This design comes from an exercise in tuning for small area, a short achievable clock period and few clock cycles per item on the open sky130 flow, not from production work.
Where RTL was checked, it was by simulation tests only, not by an equivalence proof against the original.
Power is estimated from default activity; no workload was simulated.

== red ==
==> module IOTDF, before the edit <==
module IOTDF( clk, rst, in_en, iot_in, fn_sel, busy, valid, iot_out);
    input          clk;
    input          rst;
    input          in_en;
    input  [7:0]   iot_in;
    input  [2:0]   fn_sel;
    output         busy;
    output         valid;
    output [127:0] iot_out;
    reg  [3:0]   cnt;       
    reg  [7:0]   d0;        
    reg  [7:0]   d1;        
    reg  [11:0]  s;         
    reg          first;     
    reg          g_sel;     
    reg          f_sel;     
    reg          last;      
    reg          o_valid;
    reg  [127:0] o_data;
    assign busy    = 1'b0;
    assign valid   = o_valid;
    assign iot_out = o_data;
    wire start = (cnt == 4'd0);
    wire [5:0] fs = d0[7:2] ^ d0[5:0] ^ s[7:2];
    wire [5:0] fc = (d0[7:2] & d0[5:0]) | (d0[7:2] & s[7:2]) | (d0[5:0] & s[7:2]);
    wire [1:0] hs = d0[7:6] ^ s[9:8];
    wire [1:0] hc = d0[7:6] & s[9:8];
    wire [11:0] tp = {s[11:10], hs, fs, d0[1:0]};
    wire [11:0] tq = {1'b0, hc, fc, 1'b0, s[1:0]};
    wire [11:0] t   = tp + tq;
    wire [7:0]  fir = t[11:4];
    wire [4:0] us = d0[7:3] ^ d0[4:0] ^ d1[6:2];
    wire [4:0] uc = (d0[7:3] & d0[4:0]) | (d0[7:3] & d1[6:2]) | (d0[4:0] & d1[6:2]);
    wire       hus = d0[5] ^ d1[7];
    wire       huc = d0[5] & d1[7];
    wire [11:0] up = {1'b0, d0[7:6], hus, us, d0[2:0]};
    wire [11:0] uq = {2'b00, huc, uc, 1'b1, d1[1:0], 1'b0};
    wire [11:0] s_nxt = up + uq;
    wire        p = o_data[0] & ~first;
    reg  [7:0]  gray;
    integer i;
    always @(*) begin
        gray[7] = p ^ d0[7];
        for (i = 6; i >= 0; i = i - 1) gray[i] = gray[i+1] ^ d0[i];
    end
    wire [7:0] res = ({8{g_sel}} & gray) | ({8{f_sel}} & fir);
    always @(posedge clk) begin
        d0    <= iot_in;
        d1    <= start ? 8'd0 : d0;
        s     <= start ? 12'd8 : s_nxt;
        first <= start;
        g_sel <= (fn_sel == 3'b001);
        f_sel <= (fn_sel == 3'b010);
        o_data <= {o_data[119:0], res};
        if (rst) begin
            cnt     <= 4'd0;
            last    <= 1'b0;
            o_valid <= 1'b0;
        end else begin
            if (in_en) cnt <= cnt + 4'd1;
            last    <= in_en & (cnt == 4'd15);
            o_valid <= last;
        end
    end
endmodule
export LEC_CHECK = 0
export ABC_CLOCK_PERIOD_IN_PS = 2000
export CAP_MARGIN = 20
export CORE_MARGIN = 2
export CORE_UTILIZATION = 40
export SETUP_SLACK_MARGIN = 3.4
export SLEW_MARGIN = 20
create_clock -name core_clock -period 5.5 [get_ports {clk}]
standard.sh (not shown) runs the stock make flow with config.mk's settings and CLKGATE_MAP_FILE= SYNTH_SCRIPT=/design/flow/synth_recipe.tcl, a recipe that flattens the netlist after the stock synthesis.
==> flow/flow/run.sh <==
#!/bin/bash
# The standard ORFS layout with two changes:
#  - synthesis maps all logic with ABC under a delay target (map -D) instead of
#    extracting full/half adder cells first (ADDER_MAP_FILE empty); sizing and
#    buffering are left to OpenROAD's repair steps;
#  - the port buffers are the smallest buffer, buf_1.
# Everything else (synthesis script, floorplan, placement, CTS, routing) is the
# standard flow. Each step's output goes to a log file in this folder.
set -euo pipefail
D=${ABC_D:-1400}
rm -rf scripts_synth
cp -r "$FLOW_HOME/scripts" scripts_synth
cat > scripts_synth/abc_speed.script <<EOS
strash
dch
map -D $D
topo
EOS
bash standard.sh SCRIPTS_DIR="$PWD/scripts_synth" ADDER_MAP_FILE= synth > synth.log 2>&1
bash standard.sh BUFFER_PORTS_ARGS="-buffer_cell sky130_fd_sc_hd__buf_1" CTS_ARGS="-sink_clustering_enable -repair_clock_nets -dont_use_dummy_load -sink_clustering_size 40 -sink_clustering_max_diameter 80 -root_buf sky130_fd_sc_hd__clkbuf_16 -buf_list {sky130_fd_sc_hd__clkbuf_4 sky130_fd_sc_hd__clkbuf_8}" finish > layout.log 2>&1
Testbench counts of red, summed over its fixed seeds: cycles 38,424, blocks 2,400.
Input-level comparison between blue and red:
==> flow/design.v <==
`timescale 1ns/10ps
module IOTDF( clk, rst, in_en, iot_in, fn_sel, busy, valid, iot_out);
    input          clk;
    input          rst;
    input          in_en;
    input  [7:0]   iot_in;
    input  [2:0]   fn_sel;
    output         busy;
    output         valid;
    output [127:0] iot_out;
    reg  [3:0]   cnt;       
    reg  [7:0]   d0;        
    reg  [7:0]   e0;        
    reg  [7:0]   e1;        
    reg  [11:0]  s;         
    reg          first;     
    reg          g_sel;     
    reg          f_sel;     
    reg          last;      
    reg          o_valid;
    reg  [127:0] o_data;
    assign busy    = 1'b0;
    assign valid   = o_valid;
    assign iot_out = o_data;
    wire ends = (cnt == 4'd15);    
    wire clr  = ends | ~in_en;
    wire [5:0] fs = d0[7:2] ^ d0[5:0] ^ s[7:2];
    wire [5:0] fc = (d0[7:2] & d0[5:0]) | (d0[7:2] & s[7:2]) | (d0[5:0] & s[7:2]);
    wire [1:0] hs = d0[7:6] ^ s[9:8];
    wire [1:0] hc = d0[7:6] & s[9:8];
    wire [11:0] tp = {s[11:10], hs, fs, d0[1:0]};
    wire [11:0] tq = {1'b0, hc, fc, 1'b0, s[1:0]};
    wire [11:0] t   = tp + tq;
    wire [7:0]  fir = t[11:4];
    wire [4:0] us = e0[7:3] ^ e0[4:0] ^ e1[6:2];
    wire [4:0] uc = (e0[7:3] & e0[4:0]) | (e0[7:3] & e1[6:2]) | (e0[4:0] & e1[6:2]);
    wire       hus = e0[5] ^ e1[7];
    wire       huc = e0[5] & e1[7];
    wire [11:0] up = {1'b0, e0[7:6], hus, us, e0[2:0]};
    wire [11:0] uq = {2'b00, huc, uc, 1'b1, e1[1:0], 1'b0};
    wire [11:0] s_nxt = up + uq;
    wire        p = o_data[0] & ~first;
    reg  [7:0]  gray;
    integer i;
    always @(*) begin
        gray[7] = p ^ d0[7];
        for (i = 6; i >= 0; i = i - 1) gray[i] = gray[i+1] ^ d0[i];
    end
    wire [7:0] res = ({8{g_sel}} & gray) | ({8{f_sel}} & fir);
    always @(posedge clk) begin
        d0    <= iot_in;
        e0    <= clr ? 8'd0 : iot_in;
        e1    <= clr ? 8'd0 : e0;
        s     <= s_nxt;
        first <= (cnt == 4'd0);
        g_sel <= (fn_sel == 3'b001);
        f_sel <= (fn_sel == 3'b010);
        o_data <= {o_data[119:0], res};
        if (rst) begin
            cnt     <= 4'd0;
            last    <= 1'b0;
            o_valid <= 1'b0;
        end else begin
            if (in_en) cnt <= cnt + 4'd1;
            last    <= in_en & ends;
            o_valid <= last;
        end
    end
endmodule
## What came out
- Between blue and red, it is blue whose via total after detailed routing is higher, by 250.
- Of blue and red, it is blue that has the higher simple-gate share of the synthesized area.
- blue against red: critical path depth saw an increase; number of clock sinks saw an increase.
- blue ended up with a lower register fraction of the total cell area than red did.
- Diff red -> blue: setup slack after placement has increased; count of nets after finishing has increased.
- Switching power was higher in the run labelled blue.
- Per the comparison of blue with red, HPWL reported at the end of detailed placement +about 9%, core utilization +1.1 points, height of the die +about 3.4%, wire length reported by the detailed router +990 µm, number of sequential storage elements +5.5%.
Function not checked in blue: the RTL went through the layout flow alone.

[afterwards: timing with drivers on the ports]
The results above use ideal ports. As a check the final layouts listed here were re-extracted and re-timed, cells and wires unchanged.
Step 1 (the two cells are an assumption about what drives the block):
set clk [get_ports {clk}]
set_driving_cell -lib_cell sky130_fd_sc_hd__clkbuf_16 $clk
set_driving_cell -lib_cell sky130_fd_sc_hd__buf_2 [delete_from_list [all_inputs] $clk]
Step 2 also shifts input and output timing later by t, the mid clock arrival at the registers, as if the neighbouring blocks saw the same clock.
Three values: ideal ports, drivers, drivers and shift; two values: the first two.
run | shift t [ns] | slack for setup (ns) | worst setup path after step 2 | latest minus earliest clock arrival (ns) | worst slew at a driven data input, ns
red | 0.394 | 3.443 / 3.443 / 3.443 | register to register | 0.028 / 0.027 | 0.06
blue | 0.400 | 3.419 / 3.419 / 3.419 | register to register | 0.027 / 0.028 | 0.03
After both steps every run listed still meets setup and hold.
